Source: an optimization exercise on an open RTL-to-GDS flow (aim: small area, a short achievable clock period and few clock cycles per item). Production flows keep margins and buffers that such runs may drop.
At most, simulation tests tie the RTL to the original design; equivalence was not proved.
Power and IR drop assume default switching activity.

==> flow/design.v <==
module processor(clk, reset, start_pc, max_pc, output_reg_addr,
                 instr_addr, instr, data_addr, data_in,
                 wb_en, wb_addr, wb_data, halted, OUTPUT_REG);
input clk;
input reset;
input [7:0] start_pc;
input [7:0] max_pc;
input [4:0] output_reg_addr;
output [7:0] instr_addr;
input [31:0] instr;
output [4:0] data_addr;
input [7:0] data_in;
output wb_en;
output [4:0] wb_addr;
output [7:0] wb_data;
output reg halted;
output [7:0] OUTPUT_REG;
reg [7:0] rf [1:31];    
reg [7:0] pc_seq;       
reg [7:0] pc_br;        
reg       w_beq;        
reg       w_bne;        
reg       first;        
reg       stopped;      
reg       w_valid;      
reg       w_lw;         
reg       w_slt;        
reg [4:0] w_rd;
reg [7:0] w_a;
reg [7:0] w_b;
integer i;
wire       taken = (w_beq & (w_a == w_b)) | (w_bne & (w_a != w_b));
wire [7:0] PC = taken ? pc_br : pc_seq;
assign instr_addr = PC;
wire [7:0] w_sum  = w_a + w_b;
wire       w_lt   = $signed(w_a) < $signed(w_b);
wire [7:0] w_data = w_lw ? data_in : w_slt ? {7'd0, w_lt} : w_sum;
assign data_addr = w_sum[4:0];
assign wb_en   = w_valid;
assign wb_addr = w_rd;
assign wb_data = w_data;
wire squash = stopped | (~first & (PC >= max_pc));
wire [5:0] op  = instr[31:26];
wire [4:0] rs  = instr[25:21];
wire [4:0] rt  = instr[20:16];
wire [4:0] rd  = instr[15:11];
wire [5:0] fn  = instr[5:0];
wire [7:0] imm = instr[7:0];
reg  [7:0] ra_val;
reg  [7:0] rb_val;
reg  [7:0] ro_lo;
reg  [7:0] ro_hi;
always @(*) begin
  ra_val = 8'd0;
  rb_val = 8'd0;
  ro_lo = 8'd0;
  ro_hi = 8'd0;
  for (i = 1; i < 32; i = i + 1) begin
    ra_val = ra_val | ({8{rs == i}} & rf[i]);
    rb_val = rb_val | ({8{rt == i}} & rf[i]);
  end
  for (i = 0; i < 16; i = i + 1) begin
    if (i != 0) ro_lo = ro_lo | ({8{output_reg_addr[3:0] == i}} & rf[i]);
    ro_hi = ro_hi | ({8{output_reg_addr[3:0] == i}} & rf[i+16]);
  end
end
assign OUTPUT_REG = output_reg_addr[4] ? ro_hi : ro_lo;
wire [7:0] va = (w_valid && w_rd == rs) ? w_data : ra_val;
wire [7:0] vb = (w_valid && w_rd == rt) ? w_data : rb_val;
wire is_r     = (op == 6'h00);
wire is_addu  = is_r & (fn == 6'h21);
wire is_slt   = is_r & (fn == 6'h2a);
wire is_jr    = is_r & (fn == 6'h08);
wire is_addiu = (op == 6'h09);
wire is_beq   = (op == 6'h04);
wire is_bne   = (op == 6'h05);
wire is_jal   = (op == 6'h03);
wire is_lw    = (op == 6'h23);
wire [7:0] pc1   = PC + 8'd1;
wire [4:0] wa  = is_jal ? 5'd31 : is_r ? rd : rt;
wire       wr  = (is_addu | is_slt | is_addiu | is_lw | is_jal) & (wa != 5'd0);
wire [7:0] rf_d = w_data & {8{~reset}};
always @(posedge clk) begin
  for (i = 1; i < 32; i = i + 1)
    if (reset | (w_valid & (w_rd == i)))
      rf[i] <= rf_d;
end
always @(posedge clk) begin
  pc_br <= PC + imm;
  w_a   <= is_jal ? pc1 : va;
  w_b   <= is_jal ? 8'd0 : (is_addiu | is_lw) ? imm : vb;
  w_rd  <= wa;
  w_lw  <= is_lw;
  w_slt <= is_slt;
  if (reset) begin
    pc_seq  <= start_pc;
    w_beq   <= 1'b0;
    w_bne   <= 1'b0;
    first   <= 1'b1;
    stopped <= 1'b0;
    halted  <= 1'b0;
    w_valid <= 1'b0;
  end else begin
    pc_seq  <= is_jal ? imm : is_jr ? va : pc1;
    w_beq   <= is_beq;
    w_bne   <= is_bne;
    first   <= 1'b0;
    stopped <= squash;
    halted  <= squash;
    w_valid <= ~squash & wr;
  end
end
endmodule
==> flow/config.mk <==
export PLATFORM = sky130hd
export DESIGN_NAME = processor
export DESIGN_NICKNAME = processor
export VERILOG_FILES = /design/flow/design.v
export SDC_FILE = /design/flow/constraint.sdc
export NUM_CORES = 4
export LEC_CHECK = 0
export CAP_MARGIN = 20
export CORE_MARGIN = 2
export CORE_UTILIZATION = 40
export CTS_BUF_LIST = sky130_fd_sc_hd__clkbuf_4 sky130_fd_sc_hd__clkbuf_8
export SETUP_SLACK_MARGIN = 1.5
export SLEW_MARGIN = 20
==> flow/constraint.sdc <==
create_clock -name core_clock -period 5.5 [get_ports {clk}]
set_input_delay 1.1000 -clock core_clock [delete_from_list [all_inputs] [get_ports {clk}]]
set_output_delay 1.1000 -clock core_clock [all_outputs]
set_load 0.01 [all_outputs]
run.sh (not shown) runs the stock make flow with config.mk's settings and CLKGATE_MAP_FILE= SYNTH_SCRIPT=/design/flow/synth_recipe.tcl, a recipe that flattens the netlist after the stock synthesis.
Testbench counts at the start, summed over its fixed seeds: cycles 8,384, instructions 8,192.
Edit:
--- a/flow/design.v
+++ b/flow/design.v
@@ -14,5 +14,5 @@
 output [4:0] wb_addr;
 output [7:0] wb_data;
-output reg halted;
+output halted;
 output [7:0] OUTPUT_REG;
 reg [7:0] rf [1:31];    
@@ -21,4 +21,7 @@
 reg       w_beq;        
 reg       w_bne;        
+reg       ge_seq;       
+reg       ge_br;        
+reg       halted_q;     
 reg       first;        
 reg       stopped;      
@@ -40,5 +43,6 @@
 assign wb_addr = w_rd;
 assign wb_data = w_data;
-wire squash = stopped | (~first & (PC >= max_pc));
+wire squash = stopped | (~first & (taken ? ge_br : ge_seq));
+assign halted = halted_q | (squash & ~w_valid);
 wire [5:0] op  = instr[31:26];
 wire [4:0] rs  = instr[25:21];
@@ -80,4 +84,6 @@
 wire [4:0] wa  = is_jal ? 5'd31 : is_r ? rd : rt;
 wire       wr  = (is_addu | is_slt | is_addiu | is_lw | is_jal) & (wa != 5'd0);
+wire [7:0] pc_br_d  = PC + imm;
+wire [7:0] pc_seq_d = is_jal ? imm : is_jr ? va : pc1;
 wire [7:0] rf_d = w_data & {8{~reset}};
 always @(posedge clk) begin
@@ -87,5 +93,7 @@
 end
 always @(posedge clk) begin
-  pc_br <= PC + imm;
+  pc_br  <= pc_br_d;
+  ge_br  <= pc_br_d >= max_pc;
+  ge_seq <= pc_seq_d >= max_pc;
   w_a   <= is_jal ? pc1 : va;
   w_b   <= is_jal ? 8'd0 : (is_addiu | is_lw) ? imm : vb;
@@ -99,13 +107,13 @@
     first   <= 1'b1;
     stopped <= 1'b0;
-    halted  <= 1'b0;
+    halted_q <= 1'b0;
     w_valid <= 1'b0;
   end else begin
-    pc_seq  <= is_jal ? imm : is_jr ? va : pc1;
+    pc_seq  <= pc_seq_d;
     w_beq   <= is_beq;
     w_bne   <= is_bne;
     first   <= 1'b0;
     stopped <= squash;
-    halted  <= squash;
+    halted_q <= squash;
     w_valid <= ~squash & wr;
   end
What happened: Sequential power fell by a few percent; utilization came out lower by 0.22 points; power went down slightly; final cell count rises by a few percent; global-route usage shrinks by 4.1 points; die area climbs by a few percent; worst hold slack gets worse by 0.13 ns; via count is higher by a few percent; wire length falls by a few percent; sequential share of layout area is lower by 1.9 points; area after synthesis came out higher by a few percent; register-to-register slack is worse by 0.38 ns; count of clock-buffer cells in the layout goes up by 6.
No functional check of the RTL was part of the second run of this note.

port drivers added, routing unchanged:
No port has a modelled driver above. Below, the same layouts with a new extraction and two added sets of constraints.
Step 1 (the two cells are an assumption about what drives the block):
set clk [get_ports {clk}]
set_driving_cell -lib_cell sky130_fd_sc_hd__clkbuf_16 $clk
set_driving_cell -lib_cell sky130_fd_sc_hd__buf_2 [delete_from_list [all_inputs] $clk]
Step 2, shift: input delay + t, output delay - t, t = (earliest + latest rising clock arrival at the registers) / 2. This alone moves slack from input paths to output paths.
Three values: ideal ports, drivers, drivers and shift; two values: the first two.
run	t, ns	slack for setup (ns)	worst setup path at the end	latest minus earliest clock arrival (ns)	cell pins on the clock port's net
the first run	0.712	1.490 / 1.447 / 0.778	input to register	0.046 / 0.045	1
the second run	0.703	1.434 / 1.465 / 0.763	input to register	0.034 / 0.033	1
After both steps every run listed still meets setup and hold. The setup slack of the first run, which loses most, moves by -0.043 ns with the drivers and by -0.712 ns with both steps.
